Source: an optimization exercise on an open RTL-to-GDS flow (aim: small area and a short achievable clock period). Production flows keep margins and buffers that such runs may drop.
In this exercise RTL edits were held to simulation tests only and were not proved equivalent to the original.
Power is estimated from default activity; no workload was simulated.

red:
// ALU
module ALU(
        input               clk,
        input  logic [7:0]  number1,number2,
        input  logic [0:3]  opcode,
        output logic [15:0] resultant
    );
reg [2:0] pre_r, pre_q;
always @(*) begin
    if (number2 >= 8'd8) begin
        pre_q = 3'd0;
        pre_r = number1[7:5];
    end else begin
        case ({number2[2:0], number1[7:5]})
            6'd0: begin pre_q = 3'd7; pre_r = 3'd0; end
            6'd1: begin pre_q = 3'd7; pre_r = 3'd1; end
            6'd2: begin pre_q = 3'd7; pre_r = 3'd2; end
            6'd3: begin pre_q = 3'd7; pre_r = 3'd3; end
            6'd4: begin pre_q = 3'd7; pre_r = 3'd4; end
            6'd5: begin pre_q = 3'd7; pre_r = 3'd5; end
            6'd6: begin pre_q = 3'd7; pre_r = 3'd6; end
            6'd7: begin pre_q = 3'd7; pre_r = 3'd7; end
            6'd8: begin pre_q = 3'd0; pre_r = 3'd0; end
            6'd9: begin pre_q = 3'd1; pre_r = 3'd0; end
            6'd10: begin pre_q = 3'd2; pre_r = 3'd0; end
            6'd11: begin pre_q = 3'd3; pre_r = 3'd0; end
            6'd12: begin pre_q = 3'd4; pre_r = 3'd0; end
            6'd13: begin pre_q = 3'd5; pre_r = 3'd0; end
  ...
For scale: roughly 570 cells after synthesis, ~42 flip-flops, roughly 37 I/O pins.
export LEC_CHECK = 0
export ABC_AREA = 1
export CAP_MARGIN = 20
export CORE_MARGIN = 2
export CORE_UTILIZATION = 60
export CTS_BUF_LIST = sky130_fd_sc_hd__clkbuf_8
export SLEW_MARGIN = 20
export SYNTH_HIERARCHICAL = 1
export SYNTH_MINIMUM_KEEP_SIZE = 0
create_clock -name core_clock -period 38.0 [get_ports {clk}]
standard.sh (not shown) runs the stock make flow with config.mk's settings and CLKGATE_MAP_FILE= SYNTH_SCRIPT=/design/flow/synth_recipe.tcl, a recipe that flattens the netlist after the stock synthesis.
==> flow/flow/run.sh <==
#!/bin/bash
# The standard layout, with plain buf_2 cells as the port buffers.
# The whole make output goes to standard.log in the work folder.
bash standard.sh BUFFER_PORTS_ARGS="-buffer_cell sky130_fd_sc_hd__buf_2" finish > standard.log 2>&1
Edits applied to the flow inputs when going from red to blue:
--- a/flow/design.v
+++ b/flow/design.v
@@ -80,25 +80,27 @@
     end
 end
 reg [7:0] a, b;
 reg [3:0] op;
 reg [2:0] r_pre;
 always @(posedge clk) begin
     a  <= number1;
     b  <= number2;
     op <= opcode;
     r_pre <= pre_r;
 end
 wire [15:0] prod;
-mul8 u_mul (.a(a), .b(b), .p(prod));
+wire [15:0] nprod;
+mul8 u_mul (.a(a), .b(b), .p(nprod));
+assign prod = ~nprod;
 wire [7:0] q;
 wire [7:0] rem;
 wire [9:0] b3 = {2'b00, b} + {1'b0, b, 1'b0};
 wire [3:0] x3 = {r_pre, a[4:4]};
 wire [3:0] r3;
 wire [9:0] m1_3 = {2'b00, b};
 wire [4:0] d1_3 = {1'b0, x3} - {1'b0, m1_3[3:0]};
 wire ge1_3 = ~d1_3[4] & (b < 9'd16);
 wire [0:0] qd3 = ge1_3;
 assign r3 = ge1_3 ? d1_3[3:0] : x3;
 wire [4:0] x4 = {r3, a[3:3]};
 wire [4:0] r4;
@@ -388,25 +390,25 @@
 fa1 u_cpa4 (.x(s32), .y(c31), .z(cc[4]), .s(np[4]), .c(cc[5]));
 fa1 u_cpa5 (.x(s33), .y(c32), .z(cc[5]), .s(np[5]), .c(cc[6]));
 fa1 u_cpa6 (.x(s34), .y(c33), .z(cc[6]), .s(np[6]), .c(cc[7]));
 fa1 u_cpa7 (.x(s35), .y(c34), .z(cc[7]), .s(np[7]), .c(cc[8]));
 fa1 u_cpa8 (.x(s36), .y(c35), .z(cc[8]), .s(np[8]), .c(cc[9]));
 fa1 u_cpa9 (.x(s37), .y(c36), .z(cc[9]), .s(np[9]), .c(cc[10]));
 fa1 u_cpa10 (.x(s38), .y(c37), .z(cc[10]), .s(np[10]), .c(cc[11]));
 fa1 u_cpa11 (.x(s39), .y(c38), .z(cc[11]), .s(np[11]), .c(cc[12]));
 fa1 u_cpa12 (.x(s40), .y(c39), .z(cc[12]), .s(np[12]), .c(cc[13]));
 fa1 u_cpa13 (.x(s41), .y(c40), .z(cc[13]), .s(np[13]), .c(cc[14]));
 fa1 u_cpa14 (.x(pp[63]), .y(c41), .z(cc[14]), .s(np[14]), .c(cc[15]));
 assign np[15] = cc[15];
-assign p = ~np;
+assign p = np;    
 endmodule
 module ppgen(input [7:0] a, input [7:0] b, output [63:0] pp);
 genvar i, j;
 generate for (i = 0; i < 8; i = i + 1) begin : row
     for (j = 0; j < 8; j = j + 1) begin : col
         nand1 u_nand (.x(a[j]), .y(b[i]), .z(pp[8*i+j]));
     end
 end endgenerate
 endmodule
 module nand1(input x, input y, output z);
 assign z = ~(x & y);
 endmodule
Notes after the runs:
Average wire length per cell after detail routing, blue vs red: up slightly. Die outline width (higher): red. For blue, the cell with the biggest individual delay on the critical path was sky130_fd_sc_hd__ha_1, unlike red, where it was sky130_fd_sc_hd__edfxtp_1. The lower critical path depth came out of red. Fill cell instance count of the final layout on blue is up relative to red. Diff red -> blue: number of iterations in the first detailed-routing pass did not really move; final worst-path cycle share barely changed. Against red, blue reports a fraction of area in multi-input gates that is higher. blue against red: non-clock buffer count in the final layout went up 5.6%; worst hold slack rose 0.030 ns; overall track demand over capacity in global routing now larger; highest cell delay on the worst timing path shrank by 0.11 ns. red ended up with resultant[7] as its end point of the critical path; blue ended up with r_pre[0].

========
== run 2 ==
ALU, a different RTL version from the one above (not shown whole).
Size in the first run: about 600 cells after synthesis, about 42 flip-flops, about 37 I/O pins, about 5000 µm² of cells after synthesis.
export LEC_CHECK = 0
export ABC_AREA = 1
export CAP_MARGIN = 20
export CORE_MARGIN = 2
export CORE_UTILIZATION = 60
export CTS_BUF_LIST = sky130_fd_sc_hd__clkbuf_8
export SLEW_MARGIN = 20
export SYNTH_HIERARCHICAL = 1
export SYNTH_MINIMUM_KEEP_SIZE = 0
create_clock -name core_clock -period 38.0 [get_ports {clk}]
Scripts as last shown in full above: flow/flow/run.sh
No stage failed in run 2, and the final checks on the layout all came back clean.
### run 2 -> run 4
--- a/flow/design.v
+++ b/flow/design.v
@@ -118,40 +118,16 @@
 wire [5:0] d1_4 = {1'b0, x4} - {1'b0, m1_4[4:0]};
 wire ge1_4 = ~d1_4[5] & (b < 9'd32);
 wire [0:0] qd4 = ge1_4;
 assign r4 = ge1_4 ? d1_4[4:0] : x4;
 wire [5:0] x5 = {r4, a[2:2]};
 wire [5:0] r5;
 wire [9:0] m1_5 = {2'b00, b};
-wire [5:0] y1_5 = ~m1_5[5:0];
-wire [5:0] g1_5 = x5 & y1_5;
-wire [5:0] p1_5 = x5 ^ y1_5;
-wire G1_5_0_0 = g1_5[0] | p1_5[0];
-wire G1_5_1_1 = g1_5[1];
-wire P1_5_1_1 = p1_5[1];
-wire G1_5_2_2 = g1_5[2];
-wire P1_5_2_2 = p1_5[2];
-wire G1_5_3_3 = g1_5[3];
-wire P1_5_3_3 = p1_5[3];
-wire G1_5_4_4 = g1_5[4];
-wire P1_5_4_4 = p1_5[4];
-wire G1_5_5_5 = g1_5[5];
-wire P1_5_5_5 = p1_5[5];
-wire G1_5_1_0 = G1_5_1_1 | (P1_5_1_1 & G1_5_0_0);
-wire G1_5_3_2 = G1_5_3_3 | (P1_5_3_3 & G1_5_2_2);
-wire P1_5_3_2 = P1_5_3_3 & P1_5_2_2;
-wire G1_5_5_4 = G1_5_5_5 | (P1_5_5_5 & G1_5_4_4);
-wire P1_5_5_4 = P1_5_5_5 & P1_5_4_4;
-wire G1_5_3_0 = G1_5_3_2 | (P1_5_3_2 & G1_5_1_0);
-wire G1_5_2_0 = G1_5_2_2 | (P1_5_2_2 & G1_5_1_0);
-wire G1_5_4_0 = G1_5_4_4 | (P1_5_4_4 & G1_5_3_0);
-wire G1_5_5_0 = G1_5_5_4 | (P1_5_5_4 & G1_5_3_0);
-wire [5:0] ci1_5 = {G1_5_4_0, G1_5_3_0, G1_5_2_0, G1_5_1_0, G1_5_0_0, 1'b1};
-wire [6:0] d1_5 = {~G1_5_5_0, p1_5 ^ ci1_5};
-wire ge1_5 = G1_5_5_0 & (b < 9'd64);
+wire [6:0] d1_5 = {1'b0, x5} - {1'b0, m1_5[5:0]};
+wire ge1_5 = ~d1_5[6] & (b < 9'd64);
 wire [0:0] qd5 = ge1_5;
 assign r5 = ge1_5 ? d1_5[5:0] : x5;
 wire [6:0] x6 = {r5, a[1:1]};
 wire [6:0] r6;
 wire [9:0] m1_6 = {2'b00, b};
 wire [7:0] d1_6 = {1'b0, x6} - {1'b0, m1_6[6:0]};
 wire ge1_6 = ~d1_6[7] & (b < 9'd128);
@@ -299,33 +275,19 @@
 fa1 u_fa40 (.x(c19), .y(s29), .z(c28), .s(s40), .c(c40));
 wire s41, c41;
 fa1 u_fa41 (.x(pp[55]), .y(pp[62]), .z(c29), .s(s41), .c(c41));
 wire [15:0] r0 = {1'b1, pp[63], s41, s40, s39, s38, s37, s36, s35, s34, s33, s32, s31, pp[16], pp[1], pp[0]};
 wire [15:0] r1 = {1'b1, c41, c40, c39, c38, c37, c36, c35, c34, c33, c32, c31, c30, s30, pp[8], 1'b1};
 wire [15:0] np;
 wire [16:0] cc;
+assign cc[0] = 1'b1;
 genvar g;
 generate for (g = 0; g < 16; g = g + 1) begin : cpa
+  fa1 u_fa (.x(r0[g]), .y(r1[g]), .z(cc[g]), .s(np[g]), .c(cc[g+1]));
 end endgenerate
-assign np[0] = pp[0];
-fa1 u_cpa1 (.x(pp[1]), .y(pp[8]), .z(1'b1), .s(np[1]), .c(cc[2]));
-fa1 u_cpa2 (.x(pp[16]), .y(s30), .z(cc[2]), .s(np[2]), .c(cc[3]));
-fa1 u_cpa3 (.x(s31), .y(c30), .z(cc[3]), .s(np[3]), .c(cc[4]));
-fa1 u_cpa4 (.x(s32), .y(c31), .z(cc[4]), .s(np[4]), .c(cc[5]));
-fa1 u_cpa5 (.x(s33), .y(c32), .z(cc[5]), .s(np[5]), .c(cc[6]));
-fa1 u_cpa6 (.x(s34), .y(c33), .z(cc[6]), .s(np[6]), .c(cc[7]));
-fa1 u_cpa7 (.x(s35), .y(c34), .z(cc[7]), .s(np[7]), .c(cc[8]));
-fa1 u_cpa8 (.x(s36), .y(c35), .z(cc[8]), .s(np[8]), .c(cc[9]));
-fa1 u_cpa9 (.x(s37), .y(c36), .z(cc[9]), .s(np[9]), .c(cc[10]));
-fa1 u_cpa10 (.x(s38), .y(c37), .z(cc[10]), .s(np[10]), .c(cc[11]));
-fa1 u_cpa11 (.x(s39), .y(c38), .z(cc[11]), .s(np[11]), .c(cc[12]));
-fa1 u_cpa12 (.x(s40), .y(c39), .z(cc[12]), .s(np[12]), .c(cc[13]));
-fa1 u_cpa13 (.x(s41), .y(c40), .z(cc[13]), .s(np[13]), .c(cc[14]));
-fa1 u_cpa14 (.x(pp[63]), .y(c41), .z(cc[14]), .s(np[14]), .c(cc[15]));
-assign np[15] = cc[15];
 assign p = ~np;
 endmodule
 module ppgen(input [7:0] a, input [7:0] b, output [63:0] pp);
 genvar i, j;
 generate for (i = 0; i < 8; i = i + 1) begin : row
     for (j = 0; j < 8; j = j + 1) begin : col
         nand1 u_nand (.x(a[j]), .y(b[i]), .z(pp[8*i+j]));
@@ -335,20 +297,14 @@
 module nand1(input x, input y, output z);
 assign z = ~(x & y);
 endmodule
 module fa1(input x, input y, input z, output s, output c);
 assign s = x ^ y ^ z;
 assign c = (x & y) | (x & z) | (y & z);
 endmodule
-module xnor1(input x, input y, output z);
-assign z = ~(x ^ y);
-endmodule
-module or1(input x, input y, output z);
-assign z = x | y;
-endmodule
 module han1(input x, input y, output s, output c);
 assign s = ~(x ^ y);
 assign c = x | y;
 endmodule
 module ha1(input x, input y, output s, output c);
 assign s = x ^ y;
 assign c = x & y;
==> comparison <==
- Fraction of the cycle the final worst path needs of run 2 is on par with run 4.
- Diff run 2 -> run 4: sequential power held steady; design area saw an increase; clock period minus final worst setup slack saw an increase; global-route total usage across every layer decreased by 0.63 points relative to the old numbers; power saw an increase.
- Looking only at sequential share of power, and setting everything else aside, the lower value of run 4 and run 2 goes to run 4.
- Per the comparison of run 4 with run 2, combinational group share of total power has increased; final routed wirelength across all metal layers has increased.
- Launching instance or port of the critical path: resultant[6]$_DFFE_PP_ -> run 2, resultant[9]$_DFFE_PP_ -> run 4
- Via count of the first global-routing pass was higher in run 2 than in run 4.
- Across both runs, detailed route wirelength on metal3 was higher for run 4 than for run 2.

==> port drivers added, routing unchanged <==
No port has a modelled driver above. Below, the same layouts with a new extraction and two added sets of constraints.
Step 1 assumes that a clkbuf_16 drives the clock port and a buf_2 every other input.
Step 2, shift: input delay + t, output delay - t, t = (earliest + latest rising clock arrival at the registers) / 2. This alone moves slack from input paths to output paths.
a / b / c = ideal / step 1 / step 2; a / b = the first two.
run | t (ns) | setup WS [ns] | slew at the worst register clock pin (ns)
red | 0.328 | 29.537 / 29.508 / 29.236 | 0.09 / 0.09
blue | 0.327 | 29.526 / 29.536 / 29.209 | 0.09 / 0.09
run 2 | 0.346 | 29.544 / 29.510 / 29.280 | 0.10 / 0.10
run 4 | 0.347 | 29.535 / 29.500 / 29.259 | 0.10 / 0.10
After both steps setup and hold are still met in every run listed. The setup slack of blue, which loses most, moves by +0.010 ns with the drivers and by -0.317 ns with both steps.
